Source: an optimization exercise on an open RTL-to-GDS flow (aim: small area, a short achievable clock period and few clock cycles per item). Production flows keep margins and buffers that such runs may drop. At most, simulation tests tie the RTL to the original design; equivalence was not proved.

==> juniper: inputs <==
## dsp_processor
module dsp_processor(
    input         clk,
    input         nrst,
    input         instr_valid,
    input  [31:0] instr,
    output        instr_ready,
    output        out_valid,
    output [31:0] v1,
    output [31:0] v2,
    output [31:0] v3
);
reg [31:0] t0s, t1s, t2s, t3s, t4s, t5s, t6s, t7s, t8s;
reg [8:0]  tv;
wire [287:0] tall = {t8s, t7s, t6s, t5s, t4s, t3s, t2s, t1s, t0s};
reg        d_v, d_mpy, d_end, d_we, d_ld;
reg [4:0]  d_ra, d_rb;
reg [3:0]  d_wd;
reg [7:0]  d_imm;
reg        x_mpy, x_end, x_we;
reg [3:0]  x_wd;
reg [31:0] x_a;           
reg [31:0] x_sa, x_sb;    
reg [15:0] x_one, x_two, x_neg;
reg        w_end;
reg [8:0]  w_wen;          
reg [31:0] w_r0, w_r1, w_r2, w_r3;
reg stall;
reg ready;
assign instr_ready = ready;
assign out_valid   = w_end;
assign v1 = t4s & {32{tv[4]}};
assign v2 = t8s & {32{tv[8]}};
assign v3 = t7s & {32{tv[7]}};
wire       i_mpy, i_end, i_we, i_ld;
wire [4:0] i_ra, i_rb;
wire [3:0] i_wd;
wire [7:0] i_imm;
fetch dec(.instr(instr), .is_mpy(i_mpy), .is_end(i_end), .ra(i_ra), .rb(i_rb),
          .we(i_we), .wd(i_wd), .ld(i_ld), .imm(i_imm));
wire accept = instr_valid & ~stall;
wire [31:0] x_sum = x_sa + x_sb;
wire [31:0] m_r0, m_r1, m_r2, m_r3;
mul_cs mul(.a(x_a), .one(x_one), .two(x_two), .neg(x_neg),
           .r0(m_r0), .r1(m_r1), .r2(m_r2), .r3(m_r3));
wire [31:0] w_s1 = w_r0 ^ w_r1 ^ w_r2;
wire [31:0] w_c1 = {(w_r0[30:0] & w_r1[30:0]) | (w_r0[30:0] & w_r2[30:0]) | (w_r1[30:0] & w_r2[30:0]), 1'b0};
wire [31:0] w_s2 = w_s1 ^ w_c1 ^ w_r3;
wire [31:0] w_c2 = {(w_s1[30:0] & w_c1[30:0]) | (w_s1[30:0] & w_r3[30:0]) | (w_c1[30:0] & w_r3[30:0]), 1'b0};
wire [31:0] w_res = w_s2 + w_c2;
wire [31:0] rf_a, rf_b;
control rpa(.sel(d_ra), .valid(tv), .t(tall), .q(rf_a));
control rpb(.sel(d_rb), .valid(tv), .t(tall), .q(rf_b));
wire fx_a = x_we & ({1'b0, x_wd} + 5'd1 == d_ra);
wire [15:0] w_wen16 = {6'd0, w_wen, 1'b0};
wire fw_a = w_wen16[d_ra[3:0]] & ~d_ra[4];
wire fx_b = x_we & ({1'b0, x_wd} + 5'd1 == d_rb);
wire fw_b = w_wen16[d_rb[3:0]] & ~d_rb[4];
  ...
==> module dsp_processor, before the edit <==
module dsp_processor(
    input         clk,
    input         nrst,
    input         instr_valid,
    input  [31:0] instr,
    output        instr_ready,
    output        out_valid,
    output [31:0] v1,
    output [31:0] v2,
    output [31:0] v3
);
reg [31:0] t0s, t1s, t2s, t3s, t4s, t5s, t6s, t7s, t8s;
reg [8:0]  tv;
wire [287:0] tall = {t8s, t7s, t6s, t5s, t4s, t3s, t2s, t1s, t0s};
reg        d_v, d_mpy, d_end, d_we, d_ld;
reg [4:0]  d_ra, d_rb;
reg [3:0]  d_wd;
reg [7:0]  d_imm;
reg        x_mpy, x_end, x_we;
reg [3:0]  x_wd;
reg [31:0] x_a;           
reg [31:0] x_sa, x_sb;    
reg [15:0] x_one, x_two, x_neg;
reg        w_end;
reg [8:0]  w_wen;          
reg [31:0] w_r0, w_r1, w_r2, w_r3;
reg stall;
reg ready;
assign instr_ready = ready;
assign out_valid   = w_end;
assign v1 = t4s & {32{tv[4]}};
assign v2 = t8s & {32{tv[8]}};
assign v3 = t7s & {32{tv[7]}};
wire       i_mpy, i_end, i_we, i_ld;
wire [4:0] i_ra, i_rb;
wire [3:0] i_wd;
wire [7:0] i_imm;
fetch dec(.instr(instr), .is_mpy(i_mpy), .is_end(i_end), .ra(i_ra), .rb(i_rb),
          .we(i_we), .wd(i_wd), .ld(i_ld), .imm(i_imm));
wire accept = instr_valid & ~stall;
wire [31:0] x_sum = x_sa + x_sb;
wire [31:0] m_r0, m_r1, m_r2, m_r3;
mul_cs mul(.a(x_a), .one(x_one), .two(x_two), .neg(x_neg),
           .r0(m_r0), .r1(m_r1), .r2(m_r2), .r3(m_r3));
wire [31:0] w_s1 = w_r0 ^ w_r1 ^ w_r2;
wire [31:0] w_c1 = {(w_r0[30:0] & w_r1[30:0]) | (w_r0[30:0] & w_r2[30:0]) | (w_r1[30:0] & w_r2[30:0]), 1'b0};
wire [31:0] w_s2 = w_s1 ^ w_c1 ^ w_r3;
wire [31:0] w_c2 = {(w_s1[30:0] & w_c1[30:0]) | (w_s1[30:0] & w_r3[30:0]) | (w_c1[30:0] & w_r3[30:0]), 1'b0};
wire [31:0] w_res = w_s2 + w_c2;
wire [31:0] rf_a, rf_b;
control rpa(.sel(d_ra), .valid(tv), .t(tall), .q(rf_a));
control rpb(.sel(d_rb), .valid(tv), .t(tall), .q(rf_b));
wire fx_a = x_we & ({1'b0, x_wd} + 5'd1 == d_ra);
wire [15:0] w_wen16 = {6'd0, w_wen, 1'b0};
wire fw_a = w_wen16[d_ra[3:0]] & ~d_ra[4];
wire fx_b = x_we & ({1'b0, x_wd} + 5'd1 == d_rb);
wire fw_b = w_wen16[d_rb[3:0]] & ~d_rb[4];
wire [31:0] op_a = (fx_a ? x_sum : fw_a ? w_res : rf_a) | {24'd0, d_ld ? d_imm : 8'd0};
wire [31:0] op_b = fx_b ? x_sum : fw_b ? w_res : rf_b;
wire [15:0] op_one, op_two, op_neg;
booth_enc benc(.en(d_mpy), .b(op_b), .one(op_one), .two(op_two), .neg(op_neg));
wire [4:0] d_code = {1'b0, d_wd} + 5'd1;
wire [5:0] i_op = instr[31:26];
wire hit_rs = (instr[25:21] == d_code);
wire hit_rt = (instr[20:16] == d_code);
wire i_rd_s = (i_op == 6'd2) | (i_op == 6'd3);
wire i_rd_t = i_rd_s | (i_op == 6'd4);
wire stall_next = instr_valid & ~stall & d_v & d_mpy & d_we &
                  ((hit_rs & i_rd_s) | (hit_rt & i_rd_t));
always @(posedge clk) begin
    if (~nrst) begin
        stall <= 1'b0;
        ready <= 1'b1;
        d_v <= 1'b0; d_mpy <= 1'b0; d_end <= 1'b0; d_we <= 1'b0;
        x_mpy <= 1'b0; x_end <= 1'b0; x_we <= 1'b0;
        w_end <= 1'b0; w_wen <= 9'd0;
    end else begin
        stall <= stall_next;
        ready <= ~stall_next;
        w_end <= x_end;
        w_wen <= (x_we ? 9'd1 : 9'd0) << x_wd;
        x_mpy <= ~stall & d_v & d_mpy;
        x_end <= ~stall & d_v & d_end;
        x_we  <= ~stall & d_v & d_we;
        if (~stall) begin
            d_v <= instr_valid;
            d_mpy <= instr_valid & i_mpy;
            d_end <= instr_valid & i_end;
            d_we  <= instr_valid & i_we;
        end
    end
end
always @(posedge clk) begin
    w_r0 <= x_mpy ? m_r0 : x_sum;
    w_r1 <= m_r1;
    w_r2 <= m_r2;
    w_r3 <= m_r3;
    x_wd <= d_wd;
    x_a  <= op_a;
    x_sa <= d_mpy ? 32'd0 : op_a;
    x_sb <= d_mpy ? 32'd0 : op_b;
    x_one <= op_one;
    x_two <= op_two;
    x_neg <= op_neg;
    if (~stall) begin
        d_ra <= i_ra; d_rb <= i_rb; d_wd <= i_wd; d_ld <= i_ld; d_imm <= i_imm;
    end
end
always @(posedge clk) begin
    if (~nrst)
        tv <= 9'd0;
    else
        tv <= tv | w_wen;
end
always @(posedge clk) begin
    if (w_wen[0]) t0s <= w_res;
    if (w_wen[1]) t1s <= w_res;
    if (w_wen[2]) t2s <= w_res;
    if (w_wen[3]) t3s <= w_res;
    if (w_wen[4]) t4s <= w_res;
    if (w_wen[5]) t5s <= w_res;
    if (w_wen[6]) t6s <= w_res;
    if (w_wen[7]) t7s <= w_res;
    if (w_wen[8]) t8s <= w_res;
end
endmodule
clock: 10.0 ns
lec_check: 0
cap_margin: 20
core_margin: 2
core_utilization: 40
place_density: 0.6
slew_margin: 20
standard.sh (not shown) runs the stock make flow with config.mk's settings and CLKGATE_MAP_FILE= SYNTH_SCRIPT=/design/flow/synth_recipe.tcl, a recipe that flattens the netlist after the stock synthesis.
==> flow/flow/run.sh <==
#!/bin/bash
set -euo pipefail
export SETUP_SLACK_MARGIN=6
bash standard.sh > standard.log 2>&1
==> raven: changes against juniper <==
--- a/flow/design.v
+++ b/flow/design.v
@@ -1142,3 +1142,4 @@
 reg [31:0] t0s, t1s, t2s, t3s, t4s, t5s, t6s, t7s, t8s;
-reg [8:0]  tv;
+reg [5:0]  tvr;            
+wire [8:0] tv = {2'b11, tvr[5:4], 1'b1, tvr[3:0]};
 wire [287:0] tall = {t8s, t7s, t6s, t5s, t4s, t3s, t2s, t1s, t0s};
@@ -1150,4 +1151,3 @@
 reg [3:0]  x_wd;
-reg [31:0] x_a;           
-reg [31:0] x_sa, x_sb;    
+reg [31:0] x_a, x_b;
 reg [15:0] x_one, x_two, x_neg;
@@ -1160,5 +1160,5 @@
 assign out_valid   = w_end;
-assign v1 = t4s & {32{tv[4]}};
-assign v2 = t8s & {32{tv[8]}};
-assign v3 = t7s & {32{tv[7]}};
+assign v1 = t4s;
+assign v2 = t8s;
+assign v3 = t7s;
 wire       i_mpy, i_end, i_we, i_ld;
@@ -1170,3 +1170,3 @@
 wire accept = instr_valid & ~stall;
-wire [31:0] x_sum = x_sa + x_sb;
+wire [31:0] x_sum = x_a + x_b;
 wire [31:0] m_r0, m_r1, m_r2, m_r3;
@@ -1229,4 +1229,3 @@
     x_a  <= op_a;
-    x_sa <= d_mpy ? 32'd0 : op_a;
-    x_sb <= d_mpy ? 32'd0 : op_b;
+    x_b  <= op_b;
     x_one <= op_one;
@@ -1240,5 +1239,5 @@
     if (~nrst)
-        tv <= 9'd0;
+        tvr <= 6'd0;
     else
-        tv <= tv | w_wen;
+        tvr <= tvr | {w_wen[6:5], w_wen[3:0]};
 end
@@ -1249,7 +1248,15 @@
     if (w_wen[3]) t3s <= w_res;
-    if (w_wen[4]) t4s <= w_res;
     if (w_wen[5]) t5s <= w_res;
     if (w_wen[6]) t6s <= w_res;
-    if (w_wen[7]) t7s <= w_res;
-    if (w_wen[8]) t8s <= w_res;
+end
+always @(posedge clk) begin
+    if (~nrst) begin
+        t4s <= 32'd0;
+        t7s <= 32'd0;
+        t8s <= 32'd0;
+    end else begin
+        if (w_wen[4]) t4s <= w_res;
+        if (w_wen[7]) t7s <= w_res;
+        if (w_wen[8]) t8s <= w_res;
+    end
 end
==> flow/flow/run.sh (replaced) <==
#!/bin/bash
set -euo pipefail
export SETUP_SLACK_MARGIN=6.75
export BUFFER_PORTS_ARGS="-buffer_cell sky130_fd_sc_hd__buf_2"
export CTS_ARGS="-sink_clustering_enable -repair_clock_nets -dont_use_dummy_load -sink_clustering_size 24 -sink_clustering_max_diameter 120 -buf_list sky130_fd_sc_hd__clkbuf_16"
bash standard.sh > standard.log 2>&1
- ABC_AREA: default -> 1
- CORE_UTILIZATION: 40 -> 55
- PLACE_DENSITY: 0.6 -> 0.72
==> pepper: changes against juniper <==
--- a/flow/design.v
+++ b/flow/design.v
@@ -1142,3 +1142,4 @@
 reg [31:0] t0s, t1s, t2s, t3s, t4s, t5s, t6s, t7s, t8s;
-reg [8:0]  tv;
+reg [5:0]  tvr;            
+wire [8:0] tv = {2'b11, tvr[5:4], 1'b1, tvr[3:0]};
 wire [287:0] tall = {t8s, t7s, t6s, t5s, t4s, t3s, t2s, t1s, t0s};
@@ -1150,4 +1151,3 @@
 reg [3:0]  x_wd;
-reg [31:0] x_a;           
-reg [31:0] x_sa, x_sb;    
+reg [31:0] x_a, x_b;
 reg [15:0] x_one, x_two, x_neg;
@@ -1160,5 +1160,5 @@
 assign out_valid   = w_end;
-assign v1 = t4s & {32{tv[4]}};
-assign v2 = t8s & {32{tv[8]}};
-assign v3 = t7s & {32{tv[7]}};
+assign v1 = t4s;
+assign v2 = t8s;
+assign v3 = t7s;
 wire       i_mpy, i_end, i_we, i_ld;
@@ -1170,3 +1170,3 @@
 wire accept = instr_valid & ~stall;
-wire [31:0] x_sum = x_sa + x_sb;
+wire [31:0] x_sum = x_a + x_b;
 wire [31:0] m_r0, m_r1, m_r2, m_r3;
@@ -1229,4 +1229,3 @@
     x_a  <= op_a;
-    x_sa <= d_mpy ? 32'd0 : op_a;
-    x_sb <= d_mpy ? 32'd0 : op_b;
+    x_b  <= op_b;
     x_one <= op_one;
@@ -1240,5 +1239,5 @@
     if (~nrst)
-        tv <= 9'd0;
+        tvr <= 6'd0;
     else
-        tv <= tv | w_wen;
+        tvr <= tvr | {w_wen[6:5], w_wen[3:0]};
 end
@@ -1249,7 +1248,15 @@
     if (w_wen[3]) t3s <= w_res;
-    if (w_wen[4]) t4s <= w_res;
     if (w_wen[5]) t5s <= w_res;
     if (w_wen[6]) t6s <= w_res;
-    if (w_wen[7]) t7s <= w_res;
-    if (w_wen[8]) t8s <= w_res;
+end
+always @(posedge clk) begin
+    if (~nrst) begin
+        t4s <= 32'd0;
+        t7s <= 32'd0;
+        t8s <= 32'd0;
+    end else begin
+        if (w_wen[4]) t4s <= w_res;
+        if (w_wen[7]) t7s <= w_res;
+        if (w_wen[8]) t8s <= w_res;
+    end
 end
==> flow/flow/run.sh (replaced) <==
#!/bin/bash
set -euo pipefail
export SETUP_SLACK_MARGIN=6.5
export BUFFER_PORTS_ARGS="-buffer_cell sky130_fd_sc_hd__buf_2"
bash standard.sh > standard.log 2>&1
- ABC_AREA: default -> 1
- CTS_BUF_LIST: default -> sky130_fd_sc_hd__clkbuf_4 sky130_fd_sc_hd__clkbuf_8
==> qor.tcl <==
set qor(met3_wirelength_um) 16900
set qor(min_to) {x_wd[1]}
set qor(synth_compound_area_share_pct) 11.6
set qor(clock_power_mw) 2.35
set qor(clock_power_share_pct) 48.7
set qor(fillers) 9387
set qor(worst_setup_path_startpoint) {w_r0[26]}
set qor(htree_levels) 3
set qor(post-route-period-util_pct) 36.4
set qor(die_h_um) 314
set qor(result_of_the_run) {no timing/DRC/antenna violations}
set qor(place_inst) 6008
set qor(inverters) 717
set qor(synth.avg_cell_area_um2) 7.93
set qor(post-synth-top-count-cell) {sky130_fd_sc_hd__nand2_1}
set qor(insertedDiodeCount) 5
set qor(worst_hold_slack_ns) 0.409
# the run above: pepper

==> qor.tcl <==
set qor(inverters) 170
set qor(slew_viol_final) 0
set qor(drv_cap) 0
set qor(fillers) 8209
set qor(family_of_cells_with_the_greatest_summed_delay_on_the_critical_path) {adder cells}
set qor(clock_power_share_pct) 47.1
set qor(post-route-period-util_pct) 43.6
set qor(post-synth-top-count-cell) {sky130_fd_sc_hd__a22oi_1}
set qor(synth.avg_cell_area_um2) 10.9
set qor(place_inst) 4446
set qor(insertedDiodeCount) 1
set qor(clock_power_mw) 2.48
set qor(leading_cell_type_in_the_layout_fill_and_taps_excluded) {sky130_fd_sc_hd__a22oi_1}
set qor(worst_hold_slack_ns) 0.409
set qor(result_of_the_run) {no timing/DRC/antenna violations}
set qor(synth_compound_area_share_pct) 18.8
set qor(min_to) {x_wd[1]}
set qor(met3_wirelength_um) 14700
set qor(worst_setup_path_startpoint) {w_r0[4]}
# the run above: juniper

==> qor.tcl <==
set qor(worst_hold_slack_ns) 0.463
set qor(result_of_the_run) {no timing/DRC/antenna violations}
set qor(worst_setup_path_startpoint) {w_r0[16]}
set qor(min_to) {x_end}
set qor(post-synth-top-count-cell) {sky130_fd_sc_hd__nand2_1}
set qor(clock_power_share_pct) 33.4
set qor(fillers) 5848
set qor(inverters) 718
set qor(place_inst) 5677
set qor(met1_track_demand_over_resource_in_global_routing_pct) 52.7
set qor(met3_wirelength_um) 22800
set qor(synth.avg_cell_area_um2) 7.93
set qor(htree_levels) 1
set qor(clock_power_mw) 1.24
set qor(die_h_um) 269
# the run above: raven

Testbench counts of raven, summed over its fixed seeds: cycles 6,663, instrs 6,427.
Testbench counts of pepper, summed over its fixed seeds: cycles 6,663, instrs 6,427.
For juniper, only the layout was checked, not whether the RTL still works.

-- port drivers added, routing unchanged --
No port has a modelled driver above. Below, the same layouts with a new extraction and two added sets of constraints.
Step 1: set_driving_cell puts a clkbuf_16 on clk and a buf_2 on each other input, an assumption about the parent block.
Step 2 times the ports against the registers' clock, not the clock port: input delays grow and output delays shrink by t, the midpoint of the rising clock arrivals with the driver on.
Slacks: ideal ports / drivers / drivers and shift; pairs: ideal ports / drivers.
run | shift t [ns] | setup WS [ns] | clock arrival spread, ns | slew at the worst register clock pin (ns) | worst data-port slew with drivers (ns)
juniper | 0.685 | 5.635 / 5.635 / 5.548 | 0.045 / 0.044 | 0.07 / 0.07 | 0.05
raven | 0.691 | 6.408 / 6.408 / 6.207 | 0.052 / 0.052 | 0.11 / 0.11 | 0.03
pepper | 0.816 | 6.364 / 6.364 / 6.162 | 0.064 / 0.064 | 0.07 / 0.07 | 0.06
After both steps setup and hold are still met in every run listed. For pepper, which loses most, drivers alone change the setup slack by 0.000 ns; drivers and shift together by -0.202 ns.
